Background: an optimization exercise with open tools, aiming at small area. Do not read the settings as production practice. At most, simulation tests tie the RTL to the original design; equivalence was not proved. Power and IR drop assume default switching activity.

Design snake_top, start of the top module:
module snake_top(
	input CLOCK_50,
	input [4:0] KEY,            
	output [3:0] VGA_R,
	output [3:0] VGA_G,
	output [3:0] VGA_B,
	output VGA_HS,
	output VGA_VS,
	output [6:0] HEX0,
	output [6:0] HEX1,
	output [6:0] HEX2,
	output [6:0] HEX3,
	output [6:0] HEX4,
	output [6:0] HEX5
);
wire reset = ~KEY[4];
reg clk25;
reg [9:0] hcount;
reg [9:0] vcount;
wire [9:0] vinc = vcount + 10'd1;
wire hend = hcount[9] && hcount[8] && hcount[4:0] == 5'd31;    
always @(posedge CLOCK_50 or posedge reset) begin
	if (reset) begin
		clk25 <= 0;
		hcount <= 0;
		vcount <= 0;
	end else begin
		clk25 <= ~clk25;
		if (!clk25) begin
			if (hend) begin
				hcount <= 0;
				vcount <= (vcount[9] && vcount[3] && vcount[2]) ? 10'd0 : vinc;    
			end else
				hcount <= hcount + 10'd1;
		end
	end
end
assign VGA_HS = ~((hcount >= 656) && (hcount < 752));
assign VGA_VS = ~((vcount >= 490) && (vcount < 492));
wire display_on = (hcount < 640) && (vcount < 480);
reg ld;
reg [2:0] qt;          
reg [3:0] qo;          
reg [5:0] w;           
wire j0 = (qt == 0) && (qo == 0);
wire tick = ld && (w == 63);
always @(posedge CLOCK_50 or posedge reset) begin
	if (reset) begin
		ld <= 0;
		qt <= 0;
		qo <= 0;
		w <= 62;
	end else begin
		if ((j0 && !ld) || tick)
			w <= w + 6'd1;
		if (ld) begin
			if (!tick) begin
				ld <= 0;
				qt <= 6;
				qo <= 3;
			end
		end else if (j0) begin
			ld <= 1;
		end else if (qo == 0) begin
			qo <= 9;
			qt <= qt - 3'd1;
		end else
			qo <= qo - 4'd1;
	end
end
reg [1:0] direction;
always @(posedge CLOCK_50 or posedge reset) begin
	if (reset)
		direction <= 2'b01;
	else begin
		if (KEY[0] && direction != 2'b10) direction <= 2'b00;
		else if (KEY[1] && direction != 2'b11) direction <= 2'b01;
		else if (KEY[2] && direction != 2'b00) direction <= 2'b10;
		else if (KEY[3] && direction != 2'b01) direction <= 2'b11;
	end
end
reg game_over;
reg [5:0] hx;
reg [4:0] hy;
reg [5:0] ax;
reg [4:0] ay;
reg [5:0] lfsr_x;
reg [4:0] lfsr_y;
reg [3:0] lt;          
reg [3:0] lo;          
reg sat;               
reg moved;             
reg t_init;            
reg [5:0] tx;          
reg [4:0] ty;
reg lc_d;              
reg coll;              
reg [5:0] clr_x;       
reg clr_f;
  ...
For scale: about 1,400 cells after synthesis, about 14,000 um^2 of cells after synthesis.
==> flow/config.mk <==
export PLATFORM = sky130hd
export DESIGN_NAME = snake_top
export DESIGN_NICKNAME = snake_top
export VERILOG_FILES = /design/flow/design.v
export SDC_FILE = /design/flow/constraint.sdc
export NUM_CORES = 4
export LEC_CHECK = 0
export CAP_MARGIN = 20
export CORE_MARGIN = 2
export CORE_UTILIZATION = 60
export SLEW_MARGIN = 20
==> flow/constraint.sdc <==
create_clock -name core_clock -period 20.0 [get_ports {CLOCK_50}]
set_input_delay 4.0000 -clock core_clock [delete_from_list [all_inputs] [get_ports {CLOCK_50}]]
set_output_delay 4.0000 -clock core_clock [all_outputs]
set_load 0.01 [all_outputs]
standard.sh (not shown) runs the stock make flow with config.mk's settings and CLKGATE_MAP_FILE= SYNTH_SCRIPT=/design/flow/synth_recipe.tcl, a recipe that flattens the netlist after the stock synthesis.
==> flow/flow/run.sh <==
#!/bin/bash
# The standard ORFS layout (standard.sh, unchanged) with two settings
# passed through the environment:
#  - the port buffers that buffer_ports inserts use the smallest buffer
#    (every input and output port still gets its own buffer);
#  - clock tree synthesis clusters the flip-flops up to 10 to a buffer
#    within 40 um, uses clkbuf_4 and adds no dummy loads.
# standard.sh's output goes to standard.log; ORFS keeps each tool's log
# under orfs/logs/.
set -o pipefail
export BUFFER_PORTS_ARGS="-buffer_cell sky130_fd_sc_hd__buf_1"
export CTS_ARGS="-sink_clustering_enable -repair_clock_nets -sink_clustering_size 10 -sink_clustering_max_diameter 40 -buf_list sky130_fd_sc_hd__clkbuf_4 -dont_use_dummy_load"
bash standard.sh > standard.log 2>&1
Change:
--- a/flow/design.v
+++ b/flow/design.v
@@ -82,22 +82,22 @@
 reg game_over;
 reg [5:0] hx;
 reg [4:0] hy;
 reg [5:0] ax;
 reg [4:0] ay;
 reg [5:0] lfsr_x;
 reg [4:0] lfsr_y;
 reg [3:0] lt;          
 reg [3:0] lo;          
 reg sat;               
-reg moved;             
-reg t_init;            
+reg [2:0] zt;          
+reg [3:0] zo;          
 reg [5:0] tx;          
 reg [4:0] ty;
 reg lc_d;              
 reg coll;              
 reg [5:0] clr_x;       
 reg clr_f;
 reg [1:0] ring [0:64];
 wire [1:0] tap = ring[64];
 wire wall = (hx >= 39) || (hy >= 29) || (hx <= 1) || (hy == 0);
 wire eat = (hx == ax) && (hy == ay);
@@ -105,40 +105,40 @@
 wire move = go_tick && !coll && !wall;
 wire len64 = (lt > 6) || (lt == 6 && lo >= 4);
 wire grow_vis = eat && !len64;
 wire len_wrap = eat && (lt == 12) && (lo == 7);
 wire len0 = (lt == 0) && (lo == 0);
 reg [5:0] px_w;
 reg [4:0] py_w;
 reg vis;               
 reg vprev;             
 wire cvis = vis || sat;
-reg ge;                
-wire zero_j = ge && (px_w == 20) && (py_w == 15);
+wire zero_j = (zt == qt) && (zo == qo);
 wire last_vis = !vprev;
 wire last_cvis = !(vprev || sat) || (qt == 6 && qo == 3);
 always @(posedge CLOCK_50 or posedge reset) begin
 	if (reset)
 		vprev <= 1;
 	else
 		vprev <= ld ? 1'b0 : vis;
 end
 always @(posedge CLOCK_50)
 	vis <= ld ? len64 : (vis || ({1'b0, qt} == lt && qo == lo));
 always @(posedge CLOCK_50) begin : ring_rot
 	integer p;
 	for (p = 1; p <= 64; p = p + 1)
 		ring[p] <= ring[p-1];
 	ring[0] <= move ? direction : tap;
 end
+reg ge;                
 always @(posedge CLOCK_50)
-	ge <= ld ? t_init : (ge && !(zero_j && cvis));
+	ge <= ld ? !(zt == 6 && zo == 4) : (ge && !zero_j);
 reg [5:0] nx;
 reg [4:0] ny;
 always @(*) begin
 	nx = px_w;
 	ny = py_w;
 	if (ge && !zero_j)
 		ny = py_w - 5'd1;
 	else if (!zero_j)
 		case (tap)
 			2'b00: ny = py_w - 5'd1;
@@ -156,21 +156,21 @@
 		py_w <= ny;
 	end
 end
 reg [38:2] mask;
 reg bld;
 reg built;
 wire hblank = (hcount >= 640);
 wire [4:0] mask_row = hblank ? vinc[8:4] : vcount[8:4];
 wire start = ld && !tick && hblank && !built;
 reg pend;
-wire first_move = !moved;
+wire first_move = (zt == 0) && (zo == 0);
 wire set_en = ld ? (move && !(len0 && !eat) && !first_move) : (bld && vis);
 wire mhit = pend || (set_en && py_w == mask_row);
 wire [5:0] maddr = pend ? clr_x : px_w;
 always @(posedge CLOCK_50) begin
 	if (ld)
 		bld <= start;
 	if (start)
 		built <= 1;
 	else if (!hblank)
 		built <= 0;
@@ -195,54 +195,59 @@
 		game_over <= 0;
 		lfsr_x <= 6'b101001;
 		lfsr_y <= 5'b11011;
 		ax <= 10;
 		ay <= 7;
 		hx <= 20;
 		hy <= 15;
 		lt <= 1;
 		lo <= 0;
 		sat <= 0;
-		moved <= 0;
-		t_init <= 1;
+		zt <= 0;
+		zo <= 0;
 		tx <= 20;          
 		ty <= 23;          
 		lc_d <= 0;
 		coll <= 0;
 	end else begin
 		sat <= sat | len64;
 		if (ld)
 			coll <= 0;
 		else begin
 			if (cvis && !j0 && px_w == hx && py_w == hy)
 				coll <= 1;
 		end
 		lc_d <= !ld && last_cvis;
 		if (!ld && j0 && !first_move) begin
 			hx <= nx;
 			hy <= ny;
 		end
 		if (!ld && lc_d && w == 62 && !(grow_vis && !sat)) begin
 			tx <= px_w;
 			ty <= py_w;
-			t_init <= ge;
 		end
 		if (go_tick) begin
 			lfsr_x <= {lfsr_x[4:0], lfsr_x[5] ^ lfsr_x[2]};
 			lfsr_y <= {lfsr_y[3:0], lfsr_y[4] ^ lfsr_y[2]};
 			if (lfsr_x <= 1 || lfsr_x >= 39) lfsr_x <= 5;
 			if (lfsr_y <= 1 || lfsr_y >= 29) lfsr_y <= 5;
 			if (coll || wall)
 				game_over <= 1;
 		end
 		if (move) begin
-			moved <= 1;
+			if (!(zt == 6 && zo == 4)) begin
+				if (zo == 9) begin
+					zo <= 0;
+					zt <= zt + 3'd1;
+				end else
+					zo <= zo + 4'd1;
+			end
 			if (eat) begin
 				if (len_wrap) begin
 					lt <= 0;
 					lo <= 0;
 				end else if (lo == 9) begin
 					lo <= 0;
 					lt <= lt + 4'd1;
 				end else
 					lo <= lo + 4'd1;
 				ax <= lfsr_x % 40;
- setup slack gets worse by 350 ps
- clock power barely changes
- sequential cell count climbs by 5
- power climbs by 0.87%
- sequential share of layout area climbs by 1.1 points
- clock-buffer cell count does not change
- wire length drops by 5.7%
- non-clock buffer count climbs by 6
- synthesized area drops by about 1.3%
- worst hold slack hardly moves
- design area drops by 0.54%
Only the layout flow was run in the first run of this note; the RTL was not checked for function there.

* * *

Setup of old:
snake_top, a different RTL version from the one above (not shown whole).
Size in the first run: ~1400 cells after synthesis, about 62 I/O pins, ~14000 µm² of cells after synthesis.
// snake_top
module snake_top(
	input CLOCK_50,
	input [4:0] KEY,            
	output [3:0] VGA_R,
	output [3:0] VGA_G,
	output [3:0] VGA_B,
	output VGA_HS,
	output VGA_VS,
	output [6:0] HEX0,
	output [6:0] HEX1,
	output [6:0] HEX2,
	output [6:0] HEX3,
	output [6:0] HEX4,
	output [6:0] HEX5
);
clock: 20.0 ns
lec_check: 0
cap_margin: 20
core_margin: 2
core_utilization: 60
slew_margin: 20
Scripts as last shown in full above: flow/flow/run.sh
old finished all stages; the layout is clean.
[inputs] new vs old
--- a/flow/design.v
+++ b/flow/design.v
@@ -277,25 +277,32 @@
 wire mbit = cell_x[5] ? mhi[cell_x[2:0]] : mlo[cell_x[4:0]];
 wire hit_snake = mbit && mask_row != 0 && !(pend && cell_x == clr_x);
 wire hit_apple = (cell_x == ax) && (cell_y == ay);
 wire border = (hcount < 29) || (hcount >= 624) || (vcount < 16) || (vcount >= 464);
 reg [3:0] hsub;        
 reg [2:0] tc;          
 reg [2:0] tl;          
-reg [3:0] vsub;        
 reg [3:0] tr;          
-always @(posedge CLOCK_50 or posedge reset) begin
-	if (reset)
-		tr <= 15;
-	else if (!clk25 && hend) begin
-		if (vcount == 200)
-			tr <= 0;
-		else if (vsub == 9 && tr != 15)
-			tr <= tr + 4'd1;
-	end
+always @(*) begin
+	tr = 15;
+	if (vcount > 200 && vcount <= 210) tr = 0;
+	if (vcount > 210 && vcount <= 220) tr = 1;
+	if (vcount > 220 && vcount <= 230) tr = 2;
+	if (vcount > 230 && vcount <= 240) tr = 3;
+	if (vcount > 240 && vcount <= 250) tr = 4;
+	if (vcount > 250 && vcount <= 260) tr = 5;
+	if (vcount > 260 && vcount <= 270) tr = 6;
+	if (vcount > 270 && vcount <= 280) tr = 7;
+	if (vcount > 280 && vcount <= 290) tr = 8;
+	if (vcount > 290 && vcount <= 300) tr = 9;
+	if (vcount > 300 && vcount <= 310) tr = 10;
+	if (vcount > 310 && vcount <= 320) tr = 11;
+	if (vcount > 320 && vcount <= 330) tr = 12;
+	if (vcount > 330 && vcount <= 340) tr = 13;
+	if (vcount > 340 && vcount <= 350) tr = 14;
 end
 always @(posedge CLOCK_50) begin
 	if (!clk25) begin
 		if (hcount == 200) begin
 			hsub <= 0;
 			tc <= 0;
 			tl <= 0;
@@ -304,20 +311,14 @@
 			if (tc == 5) begin
 				tc <= 0;
 				if (!tl[2]) tl <= tl + 3'd1;
 			end else
 				tc <= tc + 3'd1;
 		end else
 			hsub <= hsub + 4'd1;
-		if (hend) begin
-			if (vcount == 200 || vsub == 9)
-				vsub <= 0;
-			else
-				vsub <= vsub + 4'd1;
-		end
 	end
 end
 reg [4:0] grow;
 always @(*) begin
 	case ({tr[3], tl[1:0], tr[2:0]})
 		6'b000000: grow = 5'b11111;
 		6'b000001: grow = 5'b00001;
### Flow results
In the flow results for new and old, the maximum fanout along the worst path is smaller on new.
Lower area used by multi-input combinational logic was reported by old, not new.
Met2 track demand over resource in global routing: new and old compared, higher one is new
Measured against each other, new and old differ in number of non-clock buffers in the layout, the higher figure coming from new.
Comparing new and old, the lower routed wire length is on new.
Clock-buffer cell count (new over old): decrease, 2
new — register-to-register setup slack 190 ps lower, old as reference
| clock skew | new vs old | 36 ps lower |
Worst hold slack: new vs old up 43 ps
Cmp new vs old: total power lower in new
Relative to old, the distinct cell type count after synthesis of new is higher by 15%.
Function not checked in old: the RTL went through the layout flow alone.

port drivers added, routing unchanged:
The flow's constraints put no driver on any port. The routed layouts listed below were extracted and timed again, unchanged, in two steps.
Step 1 assumes that a clkbuf_16 drives the clock port and a buf_2 every other input.
Step 2 moves the port delays by t, midway between the first and last clock arrival at a register: inputs arrive t later, outputs are due t later. That takes back most of the time a late clock gives input paths.
Slacks: ideal / step 1 / step 2; pairs: ideal / step 1.
run | t, ns | setup WS [ns] | worst hold slack (ns) | worst data-port slew with drivers (ns) | cell pins on the clock port's net
the first run of note 1 | 0.659 | 12.567 / 12.526 / 13.185 | 0.308 / 0.308 / 0.308 | 0.03 | 1
the second run of note 1 | 0.659 | 12.219 / 12.179 / 12.838 | 0.306 / 0.306 / 0.306 | 0.03 | 1
old | 0.661 | 12.371 / 12.330 / 12.992 | 0.284 / 0.284 / 0.284 | 0.03 | 1
new | 0.669 | 11.260 / 11.214 / 11.883 | 0.328 / 0.328 / 0.328 | 0.03 | 1
After both steps every run listed still meets setup and hold.
